This design comes from an exercise in tuning for small area, a short achievable clock period and few clock cycles on the open sky130 flow, not from production work. Only simulation tests tie the RTL to the original design; equivalence was not proved.

==> flow/design.v (outline; a module is shown in full before it is edited, if it fits) <==
// module fibonacci: 1142 lines
module fibonacci (
    input  logic        clk_i,
    input  logic        rst_ni,
    input  logic        start_i,
    input  logic [31:0] n_i,
    output logic [31:0] result_o,
    output logic        busy_o
);
  // ...
==> flow/run.sh <==
#!/bin/bash
# synth_recipe.tcl (not shown) runs the flow's synth.tcl, then flattens the netlist and writes it again
# the make line also repeats each setting of config.mk as NAME=value (left out here)
make -C /OpenROAD-flow-scripts/flow DESIGN_CONFIG=/design/flow/config.mk WORK_HOME=/design/flow/orfs CLKGATE_MAP_FILE= SYNTH_SCRIPT=/design/flow/synth_recipe.tcl finish
==> flow/config.mk <==
export PLATFORM = sky130hd
export DESIGN_NAME = fibonacci
export DESIGN_NICKNAME = fibonacci
export VERILOG_FILES = /design/flow/design.v
export SDC_FILE = /design/flow/constraint.sdc
export NUM_CORES = 4
export LEC_CHECK = 0
export CAP_MARGIN = 20
export CORE_MARGIN = 2
export CORE_UTILIZATION = 40
export SLEW_MARGIN = 20
export SYNTH_MEMORY_MAX_BITS = 65536
==> flow/constraint.sdc <==
create_clock -name core_clock -period 5.0 [get_ports {clk_i}]
set_input_delay 1.0000 -clock core_clock [delete_from_list [all_inputs] [get_ports {clk_i}]]
set_output_delay 1.0000 -clock core_clock [all_outputs]
set_load 0.01 [all_outputs]
==> impl_metrics.env, run 1 <==
export IMPL_synth_largest_area_cell="fa_1"
export IMPL_insertion_delay_ns=0.55
export IMPL_timing_final_ws_setup_ns=-0.0416
export IMPL_crit_chain="clkdlybuf4s50_1 > or4_1 > buf_4 > nor4_2 > buf_4 > a32oi_1 > o211ai_1 > buf_4 > or3_4 > buf_12 > inv_4 > buf_12 > nand2_2 > nor2_1 > nor2_1 > o311ai_1 > buf_4 > o31ai_1"
export IMPL_worstSetupPathType="in2reg"
export IMPL_worstMarginPinSlew_ns=1.10
export IMPL_yosysTopAreaCellShare_pct=12.8
export IMPL_path_max_fanout=22
export IMPL_path_depth=18
export IMPL_r2r_end="r2_q[18]"
export IMPL_setup_tns_ns=-0.0416
export IMPL_final_cell_mix="buf_4, nand2_1, o21ai_0"
export IMPL_dieArea_mm2=0.0912
export IMPL_violatedChecks="negative setup slack"
export IMPL_clock_fmax_ghz=0.198
export IMPL_clk_path_buf_depth=2
export IMPL_cts_setup_buffers=0
export IMPL_cts_root_buffer="clkbuf_16"
export IMPL_yosys_warnings=1
export IMPL_netlist_top_cells_count="nand2_1, o21ai_0, inv_1"
export IMPL_nFillCells=8318
export IMPL_grtUsageMet3_pct=21.4
export IMPL_synth_flop_cell="edfxtp_1"
export IMPL_cp_end_kind="flip-flop"
export IMPL_seq_area_mm2=0.00510
export IMPL_cap_violations=0
export IMPL_dominant_cell_class="multi-input gates"
export IMPL_inv_count=372
export IMPL_status="failed layout checks"
export IMPL_synth_edf_count=101
export IMPL_wirelength_um=235000
export IMPL_setup_viol=1
export IMPL_endpoint="c0_q[30]"
export IMPL_wl_met1_um=88400
export IMPL_clk_pin_slew_ns=0.09
export IMPL_seq_cell_share_pct=11.2
export IMPL_crit_reg2reg_launch="ph_q[0]"
Testbench counts, summed over its fixed seeds: cycles 3,473.
==> run 2, diff against run 1 <==
--- a/flow/design.v
+++ b/flow/design.v
@@ -1,244 +1,314 @@
 module fibonacci (
     input  logic        clk_i,
     input  logic        rst_ni,
     input  logic        start_i,
     input  logic [31:0] n_i,
     output logic [31:0] result_o,
     output logic        busy_o
 );
-    localparam int T = 6;
-    localparam int W = T + 1;
     logic        busy_q;
-    logic [1:0]  ph_q;
+    logic        ld_q, p0_q, p1_q, p2_q, p3_q;    
+    logic        b_q, last_q;                     
+    logic        qg_q, qe_q, xg_q;                
     logic [4:0]  cnt_q;
-    logic [31:0] x_q, r1_q, r2_q, c0_q, c1_q;
+    logic [6:0]  wnd_q;
+    logic [31:0] x_q, ra_q, rb_q, c0_q, c1_q;
     logic [31:0] above, lead;
     always_comb begin
         above[31] = 1'b0;
         for (int i = 30; i >= 0; i--) above[i] = above[i+1] | n_i[i+1];
     end
     assign lead = n_i & ~above;
-    logic         big;
-    logic [T-1:0] wnd;
-    logic [4:0]   cnt0;
-    assign big = above[T];
+    logic       big;
+    logic [6:0] wnd;
+    logic [4:0] cnt0;
+    assign big = above[7];
     always_comb begin
         wnd  = '0;
         cnt0 = '0;
-        for (int i = T + 1; i < 32; i++) begin
-            wnd  = wnd  | ({T{lead[i]}} & n_i[i-1 -: T]);
-            cnt0 = cnt0 | ({5{lead[i]}} & 5'(i - T - 1));
+        for (int i = 8; i < 32; i++) begin
+            wnd  = wnd  | ({7{lead[i]}} & n_i[i-1 -: 7]);
+            cnt0 = cnt0 | ({5{lead[i]}} & 5'(i - 8));
         end
     end
-    logic [31:0] tab_small;
+    logic [7:0]  ti, ti_od;
+    logic [31:0] tab_ev, tab_od, tab_f, tab_fm1;
+    assign ti    = ld_q ? {1'b1, wnd_q} : n_i[7:0];
+    assign ti_od = 8'(ti[7:1]) + 8'(ti[0]);
     always_comb begin
-        case (n_i[W-1:0])
-            7'd0: tab_small = 32'd0;
-            7'd1: tab_small = 32'd1;
-            7'd2: tab_small = 32'd1;
-            7'd3: tab_small = 32'd2;
-            7'd4: tab_small = 32'd3;
-            7'd5: tab_small = 32'd5;
-            7'd6: tab_small = 32'd8;
-            7'd7: tab_small = 32'd13;
-            7'd8: tab_small = 32'd21;
-            7'd9: tab_small = 32'd34;
-            7'd10: tab_small = 32'd55;
-            7'd11: tab_small = 32'd89;
-            7'd12: tab_small = 32'd144;
-            7'd13: tab_small = 32'd233;
-            7'd14: tab_small = 32'd377;
-            7'd15: tab_small = 32'd610;
-            7'd16: tab_small = 32'd987;
-            7'd17: tab_small = 32'd1597;
-            7'd18: tab_small = 32'd2584;
-            7'd19: tab_small = 32'd4181;
-            7'd20: tab_small = 32'd6765;
-            7'd21: tab_small = 32'd10946;
-            7'd22: tab_small = 32'd17711;
-            7'd23: tab_small = 32'd28657;
-            7'd24: tab_small = 32'd46368;
-            7'd25: tab_small = 32'd75025;
-            7'd26: tab_small = 32'd121393;
-            7'd27: tab_small = 32'd196418;
-            7'd28: tab_small = 32'd317811;
-            7'd29: tab_small = 32'd514229;
-            7'd30: tab_small = 32'd832040;
-            7'd31: tab_small = 32'd1346269;
-            7'd32: tab_small = 32'd2178309;
-            7'd33: tab_small = 32'd3524578;
-            7'd34: tab_small = 32'd5702887;
-            7'd35: tab_small = 32'd9227465;
-            7'd36: tab_small = 32'd14930352;
-            7'd37: tab_small = 32'd24157817;
-            7'd38: tab_small = 32'd39088169;
-            7'd39: tab_small = 32'd63245986;
-            7'd40: tab_small = 32'd102334155;
-            7'd41: tab_small = 32'd165580141;
-            7'd42: tab_small = 32'd267914296;
-            7'd43: tab_small = 32'd433494437;
-            7'd44: tab_small = 32'd701408733;
-            7'd45: tab_small = 32'd1134903170;
-            7'd46: tab_small = 32'd1836311903;
-            7'd47: tab_small = 32'd2971215073;
-            7'd48: tab_small = 32'd512559680;
-            7'd49: tab_small = 32'd3483774753;
-            7'd50: tab_small = 32'd3996334433;
-            7'd51: tab_small = 32'd3185141890;
-            7'd52: tab_small = 32'd2886509027;
-            7'd53: tab_small = 32'd1776683621;
-            7'd54: tab_small = 32'd368225352;
-            7'd55: tab_small = 32'd2144908973;
-            7'd56: tab_small = 32'd2513134325;
-            7'd57: tab_small = 32'd363076002;
-            7'd58: tab_small = 32'd2876210327;
-            7'd59: tab_small = 32'd3239286329;
-            7'd60: tab_small = 32'd1820529360;
-            7'd61: tab_small = 32'd764848393;
-            7'd62: tab_small = 32'd2585377753;
-            7'd63: tab_small = 32'd3350226146;
-            7'd64: tab_small = 32'd1640636603;
-            7'd65: tab_small = 32'd695895453;
-            7'd66: tab_small = 32'd2336532056;
-            7'd67: tab_small = 32'd3032427509;
-            7'd68: tab_small = 32'd1073992269;
-            7'd69: tab_small = 32'd4106419778;
-            7'd70: tab_small = 32'd885444751;
-            7'd71: tab_small = 32'd696897233;
-            7'd72: tab_small = 32'd1582341984;
-            7'd73: tab_small = 32'd2279239217;
-            7'd74: tab_small = 32'd3861581201;
-            7'd75: tab_small = 32'd1845853122;
-            7'd76: tab_small = 32'd1412467027;
-            7'd77: tab_small = 32'd3258320149;
-            7'd78: tab_small = 32'd375819880;
-            7'd79: tab_small = 32'd3634140029;
-            7'd80: tab_small = 32'd4009959909;
-            7'd81: tab_small = 32'd3349132642;
-            7'd82: tab_small = 32'd3064125255;
-            7'd83: tab_small = 32'd2118290601;
-            7'd84: tab_small = 32'd887448560;
-            7'd85: tab_small = 32'd3005739161;
-            7'd86: tab_small = 32'd3893187721;
-            7'd87: tab_small = 32'd2603959586;
-            7'd88: tab_small = 32'd2202180011;
-            7'd89: tab_small = 32'd511172301;
-            7'd90: tab_small = 32'd2713352312;
-            7'd91: tab_small = 32'd3224524613;
-            7'd92: tab_small = 32'd1642909629;
-            7'd93: tab_small = 32'd572466946;
-            7'd94: tab_small = 32'd2215376575;
-            7'd95: tab_small = 32'd2787843521;
-            7'd96: tab_small = 32'd708252800;
-            7'd97: tab_small = 32'd3496096321;
-            7'd98: tab_small = 32'd4204349121;
-            7'd99: tab_small = 32'd3405478146;
-            7'd100: tab_small = 32'd3314859971;
-            7'd101: tab_small = 32'd2425370821;
-            7'd102: tab_small = 32'd1445263496;
-            7'd103: tab_small = 32'd3870634317;
-            7'd104: tab_small = 32'd1020930517;
-            7'd105: tab_small = 32'd596597538;
-            7'd106: tab_small = 32'd1617528055;
-            7'd107: tab_small = 32'd2214125593;
-            7'd108: tab_small = 32'd3831653648;
-            7'd109: tab_small = 32'd1750811945;
-            7'd110: tab_small = 32'd1287498297;
-            7'd111: tab_small = 32'd3038310242;
-            7'd112: tab_small = 32'd30841243;
-            7'd113: tab_small = 32'd3069151485;
-            7'd114: tab_small = 32'd3099992728;
-            7'd115: tab_small = 32'd1874176917;
-            7'd116: tab_small = 32'd679202349;
-            7'd117: tab_small = 32'd2553379266;
-            7'd118: tab_small = 32'd3232581615;
-            7'd119: tab_small = 32'd1490993585;
-            7'd120: tab_small = 32'd428607904;
-            7'd121: tab_small = 32'd1919601489;
-            7'd122: tab_small = 32'd2348209393;
-            7'd123: tab_small = 32'd4267810882;
-            7'd124: tab_small = 32'd2321052979;
-            7'd125: tab_small = 32'd2293896565;
-            7'd126: tab_small = 32'd319982248;
-            7'd127: tab_small = 32'd2613878813;
-            default: tab_small = 32'd0;
+        case (ti[7:1])
+            7'd0: tab_ev = 32'd0;
+            7'd1: tab_ev = 32'd1;
+            7'd2: tab_ev = 32'd3;
+            7'd3: tab_ev = 32'd8;
+            7'd4: tab_ev = 32'd21;
+            7'd5: tab_ev = 32'd55;
+            7'd6: tab_ev = 32'd144;
+            7'd7: tab_ev = 32'd377;
+            7'd8: tab_ev = 32'd987;
+            7'd9: tab_ev = 32'd2584;
+            7'd10: tab_ev = 32'd6765;
+            7'd11: tab_ev = 32'd17711;
+            7'd12: tab_ev = 32'd46368;
+            7'd13: tab_ev = 32'd121393;
+            7'd14: tab_ev = 32'd317811;
+            7'd15: tab_ev = 32'd832040;
+            7'd16: tab_ev = 32'd2178309;
+            7'd17: tab_ev = 32'd5702887;
+            7'd18: tab_ev = 32'd14930352;
+            7'd19: tab_ev = 32'd39088169;
+            7'd20: tab_ev = 32'd102334155;
+            7'd21: tab_ev = 32'd267914296;
+            7'd22: tab_ev = 32'd701408733;
+            7'd23: tab_ev = 32'd1836311903;
+            7'd24: tab_ev = 32'd512559680;
+            7'd25: tab_ev = 32'd3996334433;
+            7'd26: tab_ev = 32'd2886509027;
+            7'd27: tab_ev = 32'd368225352;
+            7'd28: tab_ev = 32'd2513134325;
+            7'd29: tab_ev = 32'd2876210327;
+            7'd30: tab_ev = 32'd1820529360;
+            7'd31: tab_ev = 32'd2585377753;
+            7'd32: tab_ev = 32'd1640636603;
+            7'd33: tab_ev = 32'd2336532056;
+            7'd34: tab_ev = 32'd1073992269;
+            7'd35: tab_ev = 32'd885444751;
+            7'd36: tab_ev = 32'd1582341984;
+            7'd37: tab_ev = 32'd3861581201;
+            7'd38: tab_ev = 32'd1412467027;
+            7'd39: tab_ev = 32'd375819880;
+            7'd40: tab_ev = 32'd4009959909;
+            7'd41: tab_ev = 32'd3064125255;
+            7'd42: tab_ev = 32'd887448560;
+            7'd43: tab_ev = 32'd3893187721;
+            7'd44: tab_ev = 32'd2202180011;
+            7'd45: tab_ev = 32'd2713352312;
+            7'd46: tab_ev = 32'd1642909629;
+            7'd47: tab_ev = 32'd2215376575;
+            7'd48: tab_ev = 32'd708252800;
+            7'd49: tab_ev = 32'd4204349121;
+            7'd50: tab_ev = 32'd3314859971;
+            7'd51: tab_ev = 32'd1445263496;
+            7'd52: tab_ev = 32'd1020930517;
+            7'd53: tab_ev = 32'd1617528055;
+            7'd54: tab_ev = 32'd3831653648;
+            7'd55: tab_ev = 32'd1287498297;
+            7'd56: tab_ev = 32'd30841243;
+            7'd57: tab_ev = 32'd3099992728;
+            7'd58: tab_ev = 32'd679202349;
+            7'd59: tab_ev = 32'd3232581615;
+            7'd60: tab_ev = 32'd428607904;
+            7'd61: tab_ev = 32'd2348209393;
+            7'd62: tab_ev = 32'd2321052979;
+            7'd63: tab_ev = 32'd319982248;
+            7'd64: tab_ev = 32'd2933861061;
+            7'd65: tab_ev = 32'd4186633639;
+            7'd66: tab_ev = 32'd1036105264;
+            7'd67: tab_ev = 32'd3216649449;
+            7'd68: tab_ev = 32'd23908491;
+            7'd69: tab_ev = 32'd1150043320;
+            7'd70: tab_ev = 32'd3426221469;
+            7'd71: tab_ev = 32'd538686495;
+            7'd72: tab_ev = 32'd2484805312;
+            7'd73: tab_ev = 32'd2620762145;
+            7'd74: tab_ev = 32'd1082513827;
+            7'd75: tab_ev = 32'd626779336;
+            7'd76: tab_ev = 32'd797824181;
+            7'd77: tab_ev = 32'd1766693207;
+            7'd78: tab_ev = 32'd207288144;
+            7'd79: tab_ev = 32'd3150138521;
+            7'd80: tab_ev = 32'd653192827;
+            7'd81: tab_ev = 32'd3104407256;
+            7'd82: tab_ev = 32'd70094349;
+            7'd83: tab_ev = 32'd1400843087;
+            7'd84: tab_ev = 32'd4132434912;
+            7'd85: tab_ev = 32'd2406527057;
+            7'd86: tab_ev = 32'd3087146259;
+            7'd87: tab_ev = 32'd2559944424;
+            7'd88: tab_ev = 32'd297719717;
+            7'd89: tab_ev = 32'd2628182023;
+            7'd90: tab_ev = 32'd3291859056;
+            7'd91: tab_ev = 32'd2952427849;
+            7'd92: tab_ev = 32'd1270457195;
+            7'd93: tab_ev = 32'd858943736;
+            7'd94: tab_ev = 32'd1306374013;
+            7'd95: tab_ev = 32'd3060178303;
+            7'd96: tab_ev = 32'd3579193600;
+            7'd97: tab_ev = 32'd3382435201;
+            7'd98: tab_ev = 32'd2273144707;
+            7'd99: tab_ev = 32'd3436998920;
+            7'd100: tab_ev = 32'd3742884757;
+            7'd101: tab_ev = 32'd3496688055;
+            7'd102: tab_ev = 32'd2452212112;
+            7'd103: tab_ev = 32'd3859948281;
+            7'd104: tab_ev = 32'd537698139;
+            7'd105: tab_ev = 32'd2048113432;
+            7'd106: tab_ev = 32'd1311674861;
+            7'd107: tab_ev = 32'd1886911151;
+            7'd108: tab_ev = 32'd54091296;
+            7'd109: tab_ev = 32'd2570330033;
+            7'd110: tab_ev = 32'd3361931507;
+            7'd111: tab_ev = 32'd3220497192;
+            7'd112: tab_ev = 32'd2004592773;
+            7'd113: tab_ev = 32'd2793281127;
+            7'd114: tab_ev = 32'd2080283312;
+            7'd115: tab_ev = 32'd3447568809;
+            7'd116: tab_ev = 32'd3967455819;
+            7'd117: tab_ev = 32'd4159831352;
+            7'd118: tab_ev = 32'd4217070941;
+            7'd119: tab_ev = 32'd4196414175;
+            7'd120: tab_ev = 32'd4077204288;
+            7'd121: tab_ev = 32'd3740231393;
+            7'd122: tab_ev = 32'd2848522595;
+            7'd123: tab_ev = 32'd510369096;
+            7'd124: tab_ev = 32'd2977551989;
+            7'd125: tab_ev = 32'd4127319575;
+            7'd126: tab_ev = 32'd814472144;
+            7'd127: tab_ev = 32'd2611064153;
+            default: tab_ev = 32'd0;
         endcase
     end
-    logic [95:0] tab_big;
     always_comb begin
-        case (wnd)
-            6'd0: tab_big = {32'd3915416137, 32'd1632323737, 32'd981555076};
-            6'd1: tab_big = {32'd1523990080, 32'd3915416137, 32'd1632323737};
-            6'd2: tab_big = {32'd656554105, 32'd1523990080, 32'd3915416137};
-            6'd3: tab_big = {32'd445672233, 32'd656554105, 32'd1523990080};
-            6'd4: tab_big = {32'd680462596, 32'd445672233, 32'd656554105};
-            6'd5: tab_big = {32'd1595715553, 32'd680462596, 32'd445672233};
-            6'd6: tab_big = {32'd4106684065, 32'd1595715553, 32'd680462596};
-            6'd7: tab_big = {32'd2134402048, 32'd4106684065, 32'd1595715553};
-            6'd8: tab_big = {32'd2296522081, 32'd2134402048, 32'd4106684065};
-            6'd9: tab_big = {32'd460196897, 32'd2296522081, 32'd2134402048};
-            6'd10: tab_big = {32'd3379035908, 32'd460196897, 32'd2296522081};
-            6'd11: tab_big = {32'd1086976233, 32'd3379035908, 32'd460196897};
-            6'd12: tab_big = {32'd4176860089, 32'd1086976233, 32'd3379035908};
-            6'd13: tab_big = {32'd2853669440, 32'd4176860089, 32'd1086976233};
-            6'd14: tab_big = {32'd89180937, 32'd2853669440, 32'd4176860089};
-            6'd15: tab_big = {32'd1708840665, 32'd89180937, 32'd2853669440};
-            6'd16: tab_big = {32'd742373764, 32'd1708840665, 32'd89180937};
-            6'd17: tab_big = {32'd518280625, 32'd742373764, 32'd1708840665};
-            6'd18: tab_big = {32'd812468113, 32'd518280625, 32'd742373764};
-            6'd19: tab_big = {32'd1919123712, 32'd812468113, 32'd518280625};
-            6'd20: tab_big = {32'd649935729, 32'd1919123712, 32'd812468113};
-            6'd21: tab_big = {32'd30683473, 32'd649935729, 32'd1919123712};
-            6'd22: tab_big = {32'd3737081988, 32'd30683473, 32'd649935729};
-            6'd23: tab_big = {32'd2590627897, 32'd3737081988, 32'd30683473};
-            6'd24: tab_big = {32'd4034801705, 32'd2590627897, 32'd3737081988};
-            6'd25: tab_big = {32'd923842624, 32'd4034801705, 32'd2590627897};
-            6'd26: tab_big = {32'd3031693465, 32'd923842624, 32'd4034801705};
-            6'd27: tab_big = {32'd3876270473, 32'd3031693465, 32'd923842624};
-            6'd28: tab_big = {32'd7183364, 32'd3876270473, 32'd3031693465};
-            6'd29: tab_big = {32'd440246913, 32'd7183364, 32'd3876270473};
-            6'd30: tab_big = {32'd1313557377, 32'd440246913, 32'd7183364};
-            6'd31: tab_big = {32'd3500425216, 32'd1313557377, 32'd440246913};
-            6'd32: tab_big = {32'd597783681, 32'd3500425216, 32'd1313557377};
-            6'd33: tab_big = {32'd2587893121, 32'd597783681, 32'd3500425216};
-            6'd34: tab_big = {32'd2870928388, 32'd2587893121, 32'd597783681};
-            6'd35: tab_big = {32'd1729924745, 32'd2870928388, 32'd2587893121};
-            6'd36: tab_big = {32'd2318845849, 32'd1729924745, 32'd2870928388};
-            6'd37: tab_big = {32'd931645504, 32'd2318845849, 32'd1729924745};
-            6'd38: tab_big = {32'd476090665, 32'd931645504, 32'd2318845849};
-            6'd39: tab_big = {32'd496626489, 32'd476090665, 32'd931645504};
-            6'd40: tab_big = {32'd1013788804, 32'd496626489, 32'd476090665};
-            6'd41: tab_big = {32'd2544739921, 32'd1013788804, 32'd496626489};
-            6'd42: tab_big = {32'd2325463665, 32'd2544739921, 32'd1013788804};
-            6'd43: tab_big = {32'd136683776, 32'd2325463665, 32'd2544739921};
-            6'd44: tab_big = {32'd2379554961, 32'd136683776, 32'd2325463665};
-            6'd45: tab_big = {32'd2707013809, 32'd2379554961, 32'd136683776};
-            6'd46: tab_big = {32'd1446519172, 32'd2707013809, 32'd2379554961};
-            6'd47: tab_big = {32'd1632543705, 32'd1446519172, 32'd2707013809};
-            6'd48: tab_big = {32'd3451111945, 32'd1632543705, 32'd1446519172};
-            6'd49: tab_big = {32'd130857536, 32'd3451111945, 32'd1632543705};
-            6'd50: tab_big = {32'd1236427961, 32'd130857536, 32'd3451111945};
-            6'd51: tab_big = {32'd3578426345, 32'd1236427961, 32'd130857536};
-            6'd52: tab_big = {32'd908916484, 32'd3578426345, 32'd1236427961};
-            6'd53: tab_big = {32'd3443290401, 32'd908916484, 32'd3578426345};
-            6'd54: tab_big = {32'd831020129, 32'd3443290401, 32'd908916484};
-            6'd55: tab_big = {32'd3344737280, 32'd831020129, 32'd3443290401};
-            6'd56: tab_big = {32'd613257121, 32'd3344737280, 32'd831020129};
-            6'd57: tab_big = {32'd2790001377, 32'd613257121, 32'd3344737280};
-            6'd58: tab_big = {32'd3461779716, 32'd2790001377, 32'd613257121};
-            6'd59: tab_big = {32'd3300370473, 32'd3461779716, 32'd2790001377};
-            6'd60: tab_big = {32'd2144364409, 32'd3300370473, 32'd3461779716};
-            6'd61: tab_big = {32'd3132722752, 32'd2144364409, 32'd3300370473};
-            6'd62: tab_big = {32'd2958836553, 32'd3132722752, 32'd2144364409};
-            6'd63: tab_big = {32'd1448819609, 32'd2958836553, 32'd3132722752};
-            default: tab_big = 96'd0;
+        case (ti_od)
+            8'd0: tab_od = 32'd1;
+            8'd1: tab_od = 32'd1;
+            8'd2: tab_od = 32'd2;
+            8'd3: tab_od = 32'd5;
+            8'd4: tab_od = 32'd13;
+            8'd5: tab_od = 32'd34;
+            8'd6: tab_od = 32'd89;
+            8'd7: tab_od = 32'd233;
+            8'd8: tab_od = 32'd610;
+            8'd9: tab_od = 32'd1597;
+            8'd10: tab_od = 32'd4181;
+            8'd11: tab_od = 32'd10946;
+            8'd12: tab_od = 32'd28657;
+            8'd13: tab_od = 32'd75025;
+            8'd14: tab_od = 32'd196418;
+            8'd15: tab_od = 32'd514229;
+            8'd16: tab_od = 32'd1346269;
+            8'd17: tab_od = 32'd3524578;
+            8'd18: tab_od = 32'd9227465;
+            8'd19: tab_od = 32'd24157817;
+            8'd20: tab_od = 32'd63245986;
+            8'd21: tab_od = 32'd165580141;
+            8'd22: tab_od = 32'd433494437;
+            8'd23: tab_od = 32'd1134903170;
+            8'd24: tab_od = 32'd2971215073;
+            8'd25: tab_od = 32'd3483774753;
+            8'd26: tab_od = 32'd3185141890;
+            8'd27: tab_od = 32'd1776683621;
+            8'd28: tab_od = 32'd2144908973;
+            8'd29: tab_od = 32'd363076002;
+            8'd30: tab_od = 32'd3239286329;
+            8'd31: tab_od = 32'd764848393;
+            8'd32: tab_od = 32'd3350226146;
+            8'd33: tab_od = 32'd695895453;
+            8'd34: tab_od = 32'd3032427509;
+            8'd35: tab_od = 32'd4106419778;
+            8'd36: tab_od = 32'd696897233;
+            8'd37: tab_od = 32'd2279239217;
+            8'd38: tab_od = 32'd1845853122;
+            8'd39: tab_od = 32'd3258320149;
+            8'd40: tab_od = 32'd3634140029;
+            8'd41: tab_od = 32'd3349132642;
+            8'd42: tab_od = 32'd2118290601;
+            8'd43: tab_od = 32'd3005739161;
+            8'd44: tab_od = 32'd2603959586;
+            8'd45: tab_od = 32'd511172301;
+            8'd46: tab_od = 32'd3224524613;
+            8'd47: tab_od = 32'd572466946;
+            8'd48: tab_od = 32'd2787843521;
+            8'd49: tab_od = 32'd3496096321;
+            8'd50: tab_od = 32'd3405478146;
+            8'd51: tab_od = 32'd2425370821;
+            8'd52: tab_od = 32'd3870634317;
+            8'd53: tab_od = 32'd596597538;
+            8'd54: tab_od = 32'd2214125593;
+            8'd55: tab_od = 32'd1750811945;
+            8'd56: tab_od = 32'd3038310242;
+            8'd57: tab_od = 32'd3069151485;
+            8'd58: tab_od = 32'd1874176917;
+            8'd59: tab_od = 32'd2553379266;
+            8'd60: tab_od = 32'd1490993585;
+            8'd61: tab_od = 32'd1919601489;
+            8'd62: tab_od = 32'd4267810882;
+            8'd63: tab_od = 32'd2293896565;
+            8'd64: tab_od = 32'd2613878813;
+            8'd65: tab_od = 32'd1252772578;
+            8'd66: tab_od = 32'd1144438921;
+            8'd67: tab_od = 32'd2180544185;
+            8'd68: tab_od = 32'd1102226338;
+            8'd69: tab_od = 32'd1126134829;
+            8'd70: tab_od = 32'd2276178149;
+            8'd71: tab_od = 32'd1407432322;
+            8'd72: tab_od = 32'd1946118817;
+            8'd73: tab_od = 32'd135956833;
+            8'd74: tab_od = 32'd2756718978;
+            8'd75: tab_od = 32'd3839232805;
+            8'd76: tab_od = 32'd171044845;
+            8'd77: tab_od = 32'd968869026;
+            8'd78: tab_od = 32'd2735562233;
+            8'd79: tab_od = 32'd2942850377;
+            8'd80: tab_od = 32'd1798021602;
+            8'd81: tab_od = 32'd2451214429;
+            8'd82: tab_od = 32'd1260654389;
+            8'd83: tab_od = 32'd1330748738;
+            8'd84: tab_od = 32'd2731591825;
+            8'd85: tab_od = 32'd2569059441;
+            8'd86: tab_od = 32'd680619202;
+            8'd87: tab_od = 32'd3767765461;
+            8'd88: tab_od = 32'd2032742589;
+            8'd89: tab_od = 32'd2330462306;
+            8'd90: tab_od = 32'd663677033;
+            8'd91: tab_od = 32'd3955536089;
+            8'd92: tab_od = 32'd2612996642;
+            8'd93: tab_od = 32'd3883453837;
+            8'd94: tab_od = 32'd447430277;
+            8'd95: tab_od = 32'd1753804290;
+            8'd96: tab_od = 32'd519015297;
+            8'd97: tab_od = 32'd4098208897;
+            8'd98: tab_od = 32'd3185676802;
+            8'd99: tab_od = 32'd1163854213;
+            8'd100: tab_od = 32'd305885837;
+            8'd101: tab_od = 32'd4048770594;
+            8'd102: tab_od = 32'd3250491353;
+            8'd103: tab_od = 32'd1407736169;
+            8'd104: tab_od = 32'd972717154;
+            8'd105: tab_od = 32'd1510415293;
+            8'd106: tab_od = 32'd3558528725;
+            8'd107: tab_od = 32'd575236290;
+            8'd108: tab_od = 32'd2462147441;
+            8'd109: tab_od = 32'd2516238737;
+            8'd110: tab_od = 32'd791601474;
+            8'd111: tab_od = 32'd4153532981;
+            8'd112: tab_od = 32'd3079062877;
+            8'd113: tab_od = 32'd788688354;
+            8'd114: tab_od = 32'd3581969481;
+            8'd115: tab_od = 32'd1367285497;
+            8'd116: tab_od = 32'd519887010;
+            8'd117: tab_od = 32'd192375533;
+            8'd118: tab_od = 32'd57239589;
+            8'd119: tab_od = 32'd4274310530;
+            8'd120: tab_od = 32'd4175757409;
+            8'd121: tab_od = 32'd3957994401;
+            8'd122: tab_od = 32'd3403258498;
+            8'd123: tab_od = 32'd1956813797;
+            8'd124: tab_od = 32'd2467182893;
+            8'd125: tab_od = 32'd1149767586;
+            8'd126: tab_od = 32'd982119865;
+            8'd127: tab_od = 32'd1796592009;
+            8'd128: tab_od = 32'd112688866;
+            default: tab_od = 32'd0;
         endcase
     end
+    assign tab_f   = ti[0] ? tab_od : tab_ev;
+    assign tab_fm1 = ti[0] ? tab_ev : tab_od;
     logic [31:0] sq0, sq1;
     logic ts1;
     logic tc2;
     logic ts3;
     logic tc4;
     logic ts5;
     logic tc6;
     logic ts7;
@@ -1072,71 +1142,88 @@
     assign ts415 = tc358 ^ ts359 ^ ts303;
     assign tc416 = (tc358 & ts359) | (tc358 & ts303) | (ts359 & ts303);
     assign ts417 = tc360 ^ ts361 ^ ts307;
     assign tc418 = (tc360 & ts361) | (tc360 & ts307) | (ts361 & ts307);
     assign ts419 = tc362 ^ ts363 ^ ts311;
     assign tc420 = (tc362 & ts363) | (tc362 & ts311) | (ts363 & ts311);
     assign sq0 = {tc418, tc416, tc414, tc412, tc410, tc408, tc406, tc404, tc402, tc400, tc398, tc396, tc394, tc392, tc390, tc388, tc386, tc384, tc382, tc380, tc378, tc376, tc374, tc372, tc370, tc368, tc366, ts365, (result_o[0] & result_o[2]), result_o[1], 1'b0, result_o[0]};
     assign sq1 = {ts419, ts417, ts415, ts413, ts411, ts409, ts407, ts405, ts403, ts401, ts399, ts397, ts395, ts393, ts391, ts389, ts387, ts385, ts383, ts381, ts379, ts377, ts375, ts373, ts371, ts369, ts367, (result_o[1] & result_o[2]), 1'b0, (result_o[0] & result_o[1]), 1'b0, 1'b0};
-    logic        b;
-    logic [31:0] ga, gs, gc, es, ec, g, e, h, sum_xy;
-    assign b  = n_i[cnt_q];
-    assign ga = (ph_q == 2'd3) ? r1_q : 32'd0;
-    assign gs = c0_q ^ c1_q ^ ga;
-    assign gc = (c0_q & c1_q) | (c0_q & ga) | (c1_q & ga);
-    assign es = c0_q ^ c1_q ^ ~r2_q;
-    assign ec = (c0_q & c1_q) | (c0_q & ~r2_q) | (c1_q & ~r2_q);
-    assign g  = gs + {gc[30:0], 1'b0};           
-    assign e  = es + {ec[30:0], 1'b1};           
-    assign h  = r1_q + r2_q;                     
+    logic [31:0] ga, ea, gs, gc, es, ec, sum_g, sum_e, sum_xy;
+    assign ga  = ra_q & {32{p2_q | p3_q}};
+    assign ea  = ~rb_q & {32{p3_q}};
+    assign gs  = c0_q ^ c1_q ^ ga;
+    assign gc  = (c0_q & c1_q) | (c0_q & ga) | (c1_q & ga);
+    assign es  = c0_q ^ c1_q ^ ea;
+    assign ec  = (c0_q & c1_q) | (c0_q & ea) | (c1_q & ea);
+    assign sum_g  = gs + {gc[30:0], 1'b0};
+    assign sum_e  = es + {ec[30:0], p3_q};
     assign sum_xy = result_o + x_q;
     logic accept;
     assign accept = start_i && !busy_q;
     always_ff @(posedge clk_i or negedge rst_ni) begin
         if (!rst_ni) begin
             busy_q   <= 1'b0;
             result_o <= 32'd0;
-        end else if (accept) begin
-            busy_q   <= big;
-            if (!big) result_o <= tab_small;
-        end else if (busy_q) begin
-            case (ph_q)
-                2'd0:    result_o <= x_q;
-                2'd1:    result_o <= sum_xy;
-                2'd2:    ;
-                default: begin
-                    result_o <= b ? g : e;
-                    busy_q   <= (cnt_q != 5'd0);
-                end
-            endcase
+        end else begin
+            if (accept) begin
+                busy_q <= big;
+                if (!big) result_o <= tab_f;
+            end else if (p3_q && last_q) begin
+                busy_q <= 1'b0;
+            end
+            if (ld_q)      result_o <= tab_fm1;
+            else if (p0_q) result_o <= x_q;
+            else if (p1_q) result_o <= sum_xy;
+            else if (qg_q) result_o <= sum_g;
+            else if (qe_q) result_o <= sum_e;
         end
     end
     always_ff @(posedge clk_i) begin
-        if (accept) begin
-            c0_q <= tab_big[95:64];
-            c1_q <= 32'd0;
+        c0_q <= sq0;
+        c1_q <= sq1;
+    end
+    always_ff @(posedge clk_i or negedge rst_ni) begin
+        if (!rst_ni) begin
+            ld_q <= 1'b0;
+            p0_q <= 1'b0;
+            p1_q <= 1'b0;
+            p2_q <= 1'b0;
+            p3_q <= 1'b0;
+            qg_q <= 1'b0;
+            qe_q <= 1'b0;
+            xg_q <= 1'b0;
         end else begin
-            c0_q <= sq0;
-            c1_q <= sq1;
+            ld_q <= accept && big;
+            p0_q <= ld_q || (p3_q && !last_q && b_q);
+            p1_q <= p0_q || (p3_q && !last_q && !b_q);
+            p2_q <= p1_q;
+            p3_q <= p2_q;
+            qg_q <= (p1_q && !b_q) || (p2_q && b_q && last_q);
+            qe_q <= p2_q && !(b_q && last_q);
+            xg_q <= p1_q || (p2_q && b_q);
         end
     end
     always_ff @(posedge clk_i) begin
         if (accept) begin
-            ph_q  <= 2'd3;
+            wnd_q <= wnd;
             cnt_q <= cnt0;
-            r1_q  <= tab_big[63:32];
-            r2_q  <= tab_big[31:0];
-        end else if (busy_q) begin
-            ph_q <= ph_q + 2'd1;
-            case (ph_q)
-                2'd0: x_q  <= result_o;
-                2'd1: r1_q <= g;
-                2'd2: r2_q <= g;
-                default: begin
-                    cnt_q <= cnt_q - 5'd1;
-                    x_q   <= b ? e : h;
-                end
-            endcase
+        end
+        if (ld_q) begin
+            b_q    <= n_i[cnt_q];
+            last_q <= (cnt_q == 5'd0);
+        end else if (p3_q) begin
+            b_q    <= n_i[cnt_q - 5'd1];
+            last_q <= (cnt_q == 5'd1);
+            cnt_q  <= cnt_q - 5'd1;
+        end
+        if (ld_q)      x_q <= tab_f;
+        else if (p0_q) x_q <= result_o;
+        else if (xg_q) x_q <= sum_g;
+        if (p1_q) begin
+            ra_q <= sum_e;
+            rb_q <= sum_e;
+        end else if (p2_q) begin
+            ra_q <= sum_e;
         end
     end
     assign busy_o = busy_q;
 endmodule
==> flow/config.mk (replaced) <==
export PLATFORM = sky130hd
export DESIGN_NAME = fibonacci
export DESIGN_NICKNAME = fibonacci
export VERILOG_FILES = /design/flow/design.v
export SDC_FILE = /design/flow/constraint.sdc
export NUM_CORES = 4
export LEC_CHECK = 0
export ABC_AREA = 1
export CAP_MARGIN = 20
export CORE_MARGIN = 2
export CORE_UTILIZATION = 40
export SLEW_MARGIN = 20
export SYNTH_MEMORY_MAX_BITS = 65536
==> run 2 against run 1 <==
Against the previous run:
- now clean on timing, DRC and antenna
- synthesized area decreased by 4.5%
- critical endpoint is now result_o[25]
- global-route usage shrank 9.0 points
- sequential share of layout area increased by 2.4 points
- utilization fell by 3.3 points
- count of clock-buffer cells in the layout grew 15
- worst hold slack worse by 0.057 ns
- first-iteration DRC count is 30% lower
==> impl_metrics.env, run 2 <==
export IMPL_cp_required_ns=5.43
export IMPL_clk_path_buf_depth=3
export IMPL_status="timing/DRC/antenna clean"
export IMPL_worstMarginPinSlew_ns=1.13
export IMPL_grt_max_degree=61
export IMPL_cts_setup_buffers=0
export IMPL_crit_reg2reg_launch="p3_q"
export IMPL_vias=41165
export IMPL_synthTopCellsByArea="nand2_1, fa_1, nand3_1, edfxtp_1, inv_1"
export IMPL_cp_end_kind="flip-flop"
export IMPL_io_pins=68
export IMPL_ys_seq_elements=211
export IMPL_final_common_cell="nand2_1"
export IMPL_globalRouteOverflowTotal=0
export IMPL_initial_core_util_pct=40.5
export IMPL_wirelength_um=184000
export IMPL_clk_pin_slew_ns=0.07
export IMPL_place_inst=6965
export IMPL_hold_viol=0
export IMPL_fin_cells=7008
export IMPL_antenna_found_initial=2
export IMPL_syn_cell_area_mm2=0.0339
export IMPL_path_max_fanout=34
export IMPL_crit_slowest_cell="dfrtp_1"
export IMPL_ant_nets=0
export IMPL_syn_nets=5881
export IMPL_drtIter0Drc=5808
export IMPL_cts_tree="done"
export IMPL_drcViolationCount=0
export IMPL_yosysTopAreaCellShare_pct=18.1
export IMPL_fp_row_count=106
export IMPL_setup_viol=0
export IMPL_cts_max_level=1
export IMPL_finalCritPeriodShare_pct=96.7
export IMPL_globalplace_congestion=1.11
export IMPL_avgRoutedWirePerCell_um=26.3
export IMPL_io_buffers=67
export IMPL_firstDrtPassIters=6
export IMPL_min_from="cnt_q[0]"
export IMPL_cap_violations=0
export IMPL_cpMostUsedCell="nand2_1"
export IMPL_grt_pass1_vias=38221
export IMPL_clock_skew_ns=0.0183
export IMPL_yosys_warnings=1
export IMPL_synth_distinct_cells=59
export IMPL_r2r_end="result_o[25]"
export IMPL_layout_min_cycle_time_ns=4.83
export IMPL_syn_inst=5441
export IMPL_viasPerCell=5.87
export IMPL_yosysSeqAreaShare_pct=16.2
export IMPL_avgSynthCellArea_um2=6.24
export IMPL_relSlewSlack_pct=24.5
export IMPL_timing_final_ws_setup_ns=0.165
export IMPL_insertion_delay_ns=0.55
export IMPL_min_to="cnt_q[0]"
export IMPL_cts_sinks=211
export IMPL_reg2reg_slack_ns=0.17
export IMPL_die_y_um=295
export IMPL_cp_start_kind="flip-flop"
export IMPL_netlist_top_cells_count="nand2_1, inv_1, nand3_1"
export IMPL_ctsHoldBuffers=0
export IMPL_grt_usage_pct=41.4
export IMPL_worstSetupPathType="reg2reg"
export IMPL_clock_fmax_ghz=0.207
export IMPL_dp_slack_ns=-0.348
export IMPL_grt_first_pass_wirelength_um=265000
export IMPL_dieWidth_um=295
export IMPL_slowest_delay_ns=0.69
export IMPL_cp_data_arrival_time_ns=5.26
export IMPL_crit_chain="clkinv_1 > buf_12 > nor2_1 > fa_1 > ha_1 > a21oi_1 > o21ai_0 > buf_4 > and2_1 > o21ai_0 > nand3_1 > nand2_1 > nand3_1 > nand3_1 > nand2_1 > nand3_1 > nand2_1 > nand2_1 > nand2_1"
export IMPL_hpwl_um=148000
export IMPL_numCtsBuffers=23
export IMPL_final_util_pct=48.5
export IMPL_async_flop_share_pct=19.4
export IMPL_yosysMostFrequentCell="nand2_1"
export IMPL_drv_slew=0
export IMPL_hp_class="reg2reg"
export IMPL_fp_coreArea_mm2=0.0838
export IMPL_setup_tns_ns=0
export IMPL_rsz0062_at_grt="no"
export IMPL_worst_r2r_cell_count=19
export IMPL_synth_largest_area_cell="nand2_1"
export IMPL_min_delay_path_depth=1
export IMPL_final_layout_size_suffix_gt1_share_pct=12.2
export IMPL_synth_edf_count=105
export IMPL_cts_root_buffer="clkbuf_16"
export IMPL_final_cell_mix="nand2_1, inv_1, nand3_1"
export IMPL_final_net_count=6296
export IMPL_area_growth_pct=19.7
export IMPL_dieArea_mm2=0.0872
export IMPL_synth_flop_cell="edfxtp_1"
[run 2: cell types whose count changed after synthesis, moves of 48 or more]
cell | before | now
nand2_1 | 470 | 1638
nand3_1 | 144 | 657
inv_1 | 363 | 756
and2_1 | 259 | 11
a21oi_1 | 349 | 213
nor2_1 | 324 | 431
clkbuf_1 | 263 | 159
nor3_1 | 112 | 36
o21ai_0 | 380 | 308
a211oi_1 | 73 | 8
a31oi_1 | 86 | 25
a21o_1 | 63 | 11
mux2i_1 | 48 | 0
xnor2_1 | 95 | 47
[run 2: logic make-up (layout without fill, tap and decap cells)]
kind of cell / count (synthesis) / in the layout / synth area share [%]
compound gates: 773 / 773 / 13.2
xor+xnor: 84 / 84 / 2.17
fa+ha+maj: 405 / 405 / 20.0
buf+inv: 1050 / 1481 / 12.1
flops: 211 / 211 / 16.2
other cells: 0 / 2 / 0
simple gates: 2918 / 2918 / 36.4
[run 2: worst max path at each step]
stage | from | to | slack [ns]
global placement | n_i[1] | x_q[7] | -0.27
global route | p3_q | result_o[27] | 0.02
finish | p3_q | result_o[25] | 0.17
detailed placement | n_i[1] | x_q[7] | -0.35
CTS | n_i[1] | x_q[7] | 0.23
floorplan | n_i[0] | result_o[7] | 0.29
[run 2: layer usage]
metal	part of all wire (%)	wire length [µm]	vias up	track usage, %
li1	-	-	18422	-
met1	43	79200	19621	60.4
met2	40	73800	2693	58.5
met3	12	22700	429	9.78
met4	4.7	8670	0	16.0
met5	0	0	-	0
[run 2: area by class of cell]
cell class | count | area (µm²)
fill | 8986 | 43200
clock buffer | 32 | 723
timing repair buffer | 669 | 5570
sequential | 211 | 5490
antenna | 2 | 5.00
inverter | 771 | 2890
multi-input combinational | 4180 | 24400
tap | 1134 | 1420
clock inverter | 9 | 81.3
[run 2: critical path, delay by kind of cell, from the launching register on]
| family | cells | cell delay [ns] |
|---|---|---|
| buf+inv | 3 | 0.69 |
| flops | 1 | 0.69 |
| simple gates | 11 | 1.38 |
| fa+ha+maj | 2 | 0.80 |
| compound gates | 3 | 1.09 |
[run 2: through the flow]
stage          area (µm²)  hold slack [ns]
3_3_place_gp        39800            0.503
5_1_grt             40600            0.548
4_1_cts             40600            0.514
3_5_place_dp        39800            0.509
6_report            40600            0.536
2_1_floorplan       33900            0.424
[run 2: timing repair]
item	4_1_cts	5_1_grt
resized for setup	0	3
hold endpoints to repair	0	0
endpoints found under the setup margin	0	9
Testbench counts of run 2, summed over its fixed seeds: cycles 3,280.

==> port drivers added, routing unchanged <==
In the flow no input, the clock included, has a driving cell. The finished layouts below were timed again as built, in two steps.
Step 1: set_driving_cell puts a clkbuf_16 on clk_i and a buf_2 on each other input, an assumption about the parent block.
Step 2 also shifts input and output timing later by t, the mid clock arrival at the registers, as if the neighbouring blocks saw the same clock.
Three values: ideal, step 1, step 2; two values: the first two.
| run | t (ns) | setup WS [ns] | worst data-port slew with drivers (ns) |
|---|---|---|---|
| run 1 | 0.604 | -0.042 / 0.002 / -0.602 | 0.05 |
| run 2 | 0.599 | 0.165 / 0.165 / -0.311 | 0.05 |
With both steps, setup timing fails in run 2, where it was met with ideal ports. For run 1, which loses most, drivers alone change the setup slack by +0.044 ns; drivers and shift together by -0.560 ns.
